Context: an optimization exercise on an open-source flow, tuned for small area. The choices shown serve that exercise and are no tape-out recipe.
Only simulation tests tie the RTL to the original design; equivalence was not proved.
The clock port is modelled as an ideal driver, which makes a skipped or thinned clock tree look cheaper than it is; a real chip needs a root buffer or a tree.
Power figures rest on the tool's default switching activity, not on a simulated workload.

==> trial 46 <==
## apb_uart
module apb_uart #(
    parameter DATAWIDTH = 8,
    parameter CLK_FREQ  = 100_000_000
)(
    input  wire        PCLK,
    input  wire        PRESETn,
    input  wire [31:0] PADDR,
    input  wire        PSEL,
    input  wire        PENABLE,
    input  wire        PWRITE,
    input  wire [31:0] PWDATA,
    output wire [31:0] PRDATA,
    output reg         PREADY,
    input  wire        rx,
    output wire        tx
);
export LEC_CHECK = 0
export CAP_MARGIN = 20
export CORE_MARGIN = 2
export CORE_UTILIZATION = 40
export PLACE_DENSITY = 0.6
export SLEW_MARGIN = 20
export BUFFER_PORTS_ARGS = -buffer_cell sky130_fd_sc_hd__buf_1
export GPL_TIMING_DRIVEN = 0
export CTS_ARGS = -sink_clustering_enable -repair_clock_nets -dont_use_dummy_load
export POST_CTS_TCL = /design/flow/flow/post_cts.tcl
create_clock -name core_clock -period 10.0 [get_ports {PCLK}]
standard.sh (not shown) runs the stock make flow with config.mk's settings and CLKGATE_MAP_FILE= SYNTH_SCRIPT=/design/flow/synth_recipe.tcl, a recipe that flattens the netlist after the stock synthesis.
==> flow/flow/run.sh <==
#!/bin/bash
# Layout flow: the standard.sh with these changes.
#  - Synthesis: synth_recipe.tcl unchanged, except that the final abc call
#    (combinational mapping, after flip-flop mapping) uses flow/area.abc, an
#    area-oriented script, and no delay target. Registers are untouched.
#  - Port buffers are buf_1 cells.
#  - No timing-driven global placement; no buffers larger than 4x drive
#    outside the clock tree.
#  - Clock tree: CTS runs as usual (no dummy loads), then its tree is
#    replaced by one root buffer driving six leaf buffers (clock_tree.tcl).
#  - After CTS, cells on paths with slack are sized down (power recovery).
# Each tool's output goes to a log file in this folder.
set -uo pipefail
W=$PWD
F=$W/flow
{
  cat <<EOT
proc abc {args} {
  set i [lsearch \$args -script]
  if {\$i >= 0} { set args [lreplace \$args \$i [expr {\$i + 1}] -script $F/area.abc] }
  set j [lsearch \$args -D]
  if {\$j >= 0} { set args [lreplace \$args \$j [expr {\$j + 1}]] }
  yosys abc {*}\$args
}
EOT
  cat synth_recipe.tcl
} > my_synth.tcl
sed "s#SYNTH_SCRIPT=[^ ]*#SYNTH_SCRIPT=$W/my_synth.tcl#" standard.sh > my_standard.sh
cat >> config.mk <<EOC
export BUFFER_PORTS_ARGS = -buffer_cell sky130_fd_sc_hd__buf_1
export GPL_TIMING_DRIVEN = 0
export DONT_USE_CELLS += sky130_fd_sc_hd__buf_8 sky130_fd_sc_hd__buf_12 sky130_fd_sc_hd__buf_16 sky130_fd_sc_hd__bufbuf_8 sky130_fd_sc_hd__bufbuf_16 sky130_fd_sc_hd__clkbuf_16
export CTS_ARGS = -sink_clustering_enable -repair_clock_nets -dont_use_dummy_load
export POST_CTS_TCL = $F/post_cts.tcl
EOC
bash my_standard.sh > standard.log 2>&1
==> flow/flow/area.abc <==
strash
&get -n
&deepsyn -T 40
&put
dch -f
amap -F 2 -A 40
==> flow/flow/clock_tree.tcl <==
# Replace the clock tree of net PCLK with: PCLK -> one root buffer -> N leaf
# buffers -> the clock sinks, the sinks split into N groups by k-means on
# their positions, each leaf buffer at its group's centre.
proc my_clock_tree { nleaf leaf_cell root_cell } {
  set db [ord::get_db]
  set block [ord::get_db_block]
  set src [$block findNet PCLK]
  set sinks {}
  set old_insts {}
  set old_nets {}
  set todo [list $src]
  while {[llength $todo]} {
    set net [lindex $todo 0]
    set todo [lrange $todo 1 end]
    foreach it [$net getITerms] {
      if {![$it isInputSignal]} { continue }
      set inst [$it getInst]
      set mname [[$inst getMaster] getName]
      if {[regexp {__(clkbuf|clkinv|buf|inv|clkinvlp|bufinv)_} $mname]} {
        lappend old_insts $inst
        foreach o [$inst getITerms] {
          if {[$o isOutputSignal] && [$o getNet] ne "NULL"} { lappend todo [$o getNet]; lappend old_nets [$o getNet] }
        }
      } else {
        lappend sinks $it
      }
    }
  }
  set pts {}
  foreach it $sinks {
    set b [[$it getInst] getBBox]
    lappend pts [list [expr {([$b xMin] + [$b xMax]) / 2}] [expr {([$b yMin] + [$b yMax]) / 2}]]
  }
  set n [llength $pts]
  # k-means, seeded with points spread along the sorted order
  set order [lsort -integer -indices [lmap p $pts {expr {[lindex $p 0] + [lindex $p 1]}}]]
  set cent {}
  for {set k 0} {$k < $nleaf} {incr k} {
    lappend cent [lindex $pts [lindex $order [expr {int(($k + 0.5) * $n / $nleaf)}]]]
  }
  for {set iter 0} {$iter < 50} {incr iter} {
    set asg {}
    foreach p $pts {
      set best 0; set bd 1e30
      for {set k 0} {$k < $nleaf} {incr k} {
        set c [lindex $cent $k]
        set d [expr {abs([lindex $p 0] - [lindex $c 0]) + abs([lindex $p 1] - [lindex $c 1])}]
        if {$d < $bd} { set bd $d; set best $k }
      }
      lappend asg $best
    }
    set nc {}
    for {set k 0} {$k < $nleaf} {incr k} {
      set sx 0; set sy 0; set m 0
      foreach p $pts a $asg { if {$a == $k} { incr sx [lindex $p 0]; incr sy [lindex $p 1]; incr m } }
      if {$m > 0} { lappend nc [list [expr {$sx / $m}] [expr {$sy / $m}]] } else { lappend nc [lindex $cent $k] }
    }
    set cent $nc
  }
  puts "my_clock_tree: $n sinks, $nleaf leaves, removing [llength $old_insts] cells"
  foreach it $sinks { $it disconnect }
  foreach inst $old_insts { odb::dbInst_destroy $inst }
  foreach net $old_nets { odb::dbNet_destroy $net }
  set rootnet [odb::dbNet_create $block clknet_root]
  $rootnet setSigType CLOCK
  set root [odb::dbInst_create $block [$db findMaster $root_cell] clkbuf_root]
  [$root findITerm A] connect $src
  [$root findITerm X] connect $rootnet
  set rx 0; set ry 0
  for {set k 0} {$k < $nleaf} {incr k} {
    set net [odb::dbNet_create $block clknet_leaf_$k]
    $net setSigType CLOCK
    set buf [odb::dbInst_create $block [$db findMaster $leaf_cell] clkbuf_leaf_$k]
    [$buf findITerm A] connect $rootnet
    [$buf findITerm X] connect $net
    set c [lindex $cent $k]
    $buf setLocation [lindex $c 0] [lindex $c 1]
    $buf setPlacementStatus PLACED
    incr rx [lindex $c 0]; incr ry [lindex $c 1]
    set m 0
    foreach it $sinks a $asg { if {$a == $k} { $it connect $net; incr m } }
    puts "  leaf $k: $m sinks at $c"
  }
  $root setLocation [expr {$rx / $nleaf}] [expr {$ry / $nleaf}]
  $root setPlacementStatus PLACED
}
==> flow/flow/post_cts.tcl <==
# Replace CTS's clock tree with a smaller two-level one (see clock_tree.tcl),
# legalize, then size down cells on paths with timing slack.
source [file dirname [info script]]/clock_tree.tcl
my_clock_tree 6 sky130_fd_sc_hd__clkbuf_8 sky130_fd_sc_hd__clkbuf_2
detailed_placement
estimate_parasitics -placement
repair_timing -recover_power 100 -setup_margin 0.5
==> inputs of build 37, as changes to trial 46 <==
--- a/flow/flow/run.sh
+++ b/flow/flow/run.sh
@@ -9,3 +9,3 @@
 #  - Clock tree: CTS runs as usual (no dummy loads), then its tree is
-#    replaced by one root buffer driving six leaf buffers (clock_tree.tcl).
+#    replaced by one root buffer driving a few leaf buffers (clock_tree.tcl).
 #  - After CTS, cells on paths with slack are sized down (power recovery).
==> flow/flow/area.abc (replaced) <==
strash
&get -n
&deepsyn -T 40
&put
dch -f
amap -m -F 2 -A 40
--- a/flow/flow/clock_tree.tcl
+++ b/flow/flow/clock_tree.tcl
@@ -1,5 +1,6 @@
 # Replace the clock tree of net PCLK with: PCLK -> one root buffer -> N leaf
-# buffers -> the clock sinks, the sinks split into N groups by k-means on
-# their positions, each leaf buffer at its group's centre.
-proc my_clock_tree { nleaf leaf_cell root_cell } {
+# buffers -> the clock sinks, the sinks split into N groups of nearly equal
+# size by k-means on their positions (each point goes to the nearest centre
+# that still has room), each leaf buffer at its group's centre.
+proc my_clock_tree { nleaf leaf_cell root_cell {seed 0} } {
   set db [ord::get_db]
@@ -35,3 +36,5 @@
   # k-means, seeded with points spread along the sorted order
-  set order [lsort -integer -indices [lmap p $pts {expr {[lindex $p 0] + [lindex $p 1]}}]]
+  # seed 0..3: spread the initial centres along x+y, x-y, x or y
+  set key [lindex {{$x + $y} {$x - $y} {$x} {$y}} $seed]
+  set order [lsort -integer -indices [lmap p $pts {lassign $p x y; expr $key}]]
   set cent {}
@@ -41,11 +44,19 @@
   for {set iter 0} {$iter < 50} {incr iter} {
-    set asg {}
+    set cap [expr {int(ceil(double($n) / $nleaf))}]
+    set pairs {}
+    set idx 0
     foreach p $pts {
-      set best 0; set bd 1e30
       for {set k 0} {$k < $nleaf} {incr k} {
         set c [lindex $cent $k]
-        set d [expr {abs([lindex $p 0] - [lindex $c 0]) + abs([lindex $p 1] - [lindex $c 1])}]
-        if {$d < $bd} { set bd $d; set best $k }
+        lappend pairs [list [expr {abs([lindex $p 0] - [lindex $c 0]) + abs([lindex $p 1] - [lindex $c 1])}] $idx $k]
       }
-      lappend asg $best
+      incr idx
+    }
+    set asg [lrepeat $n -1]
+    set used [lrepeat $nleaf 0]
+    foreach pr [lsort -real -index 0 $pairs] {
+      lassign $pr d i k
+      if {[lindex $asg $i] >= 0 || [lindex $used $k] >= $cap} { continue }
+      lset asg $i $k
+      lset used $k [expr {[lindex $used $k] + 1}]
     }
@@ -86 +97,33 @@
 }
+
+# Largest slew at a register clock pin, with placement-estimated parasitics.
+proc max_clock_pin_slew { } {
+  estimate_parasitics -placement
+  set worst 0.0
+  foreach pin [get_pins -hierarchical */CLK] {
+    set s [get_property $pin slew_max]
+    if {$s > $worst} { set worst $s }
+  }
+  return $worst
+}
+
+# Build the smallest tree (fewest leaves, from nmin up) whose estimated clock
+# pin slew is at most limit (in the library's time unit, ns); for each leaf
+# count, four seedings of the clustering are tried and the best one is kept.
+proc fit_clock_tree { nmin nmax limit leaf_cell root_cell } {
+  for {set n $nmin} {$n <= $nmax} {incr n} {
+    set best -1
+    set best_s 1e9
+    for {set seed 0} {$seed < 4} {incr seed} {
+      my_clock_tree $n $leaf_cell $root_cell $seed
+      set s [max_clock_pin_slew]
+      puts "fit_clock_tree: $n leaves, seeding $seed, estimated worst clock pin slew $s"
+      if {$s < $best_s} { set best_s $s; set best $seed }
+    }
+    if {$best_s <= $limit || $n == $nmax} {
+      my_clock_tree $n $leaf_cell $root_cell $best
+      puts "fit_clock_tree: chose $n leaves, seeding $best ($best_s)"
+      return $n
+    }
+  }
+}
==> flow/flow/post_cts.tcl (replaced) <==
source [file dirname [info script]]/clock_tree.tcl
fit_clock_tree 5 12 0.115 sky130_fd_sc_hd__clkbuf_8 sky130_fd_sc_hd__clkbuf_2
detailed_placement
estimate_parasitics -placement
repair_timing -recover_power 100 -setup_margin 0.5
==> summary of the runs <==
- Of trial 46 and build 37, trial 46 has the higher clock skew (gap 0.0016 ns).
- In build 37 the sequential share of layout area is higher than in trial 46, by 0.34 points.
- In build 37 the design area is smaller than in trial 46, by about 0.54%.
- In trial 46 the combinational power is smaller than in build 37, by about 44%.
- Between build 37 and trial 46, the lower clock power is in trial 46 (gap about 4%, measured against trial 46).
- Setup slack: build 37 is higher than trial 46 (0.15 ns).
- Global-route usage: build 37 is higher than trial 46 (0.22 points).
- Between trial 46 and build 37, the lower register-to-register slack is in trial 46 (gap 0.15 ns).
No run of this note takes its clock network from TritonCTS; it comes from the design's own scripts or RTL.

## re-timing with driven ports
No port has a modelled driver above. Below, the same layouts with a new extraction and two added sets of constraints.
Step 1 sets driving cells, clkbuf_16 on the clock port and buf_2 on the other inputs (assumed; they add their load-dependent delay and slew).
Step 2 times the ports against the registers' clock, not the clock port: input delays grow and output delays shrink by t, the midpoint of the rising clock arrivals with the driver on.
Three values: ideal ports, drivers, drivers and shift; two values: the first two.
run	shift t [ns]	slack for setup (ns)	worst setup path at the end	worst register clock-pin slew, ns	pins driven straight from the clock port
trial 46	0.514	3.720 / 3.667 / 3.667	input to output	0.11 / 0.11	1
build 37	0.532	3.866 / 3.842 / 3.842	input to output	0.12 / 0.12	1
After both steps setup and hold are still met in every run listed. For trial 46, which loses most, drivers alone change the setup slack by -0.053 ns; drivers and shift together by -0.053 ns.
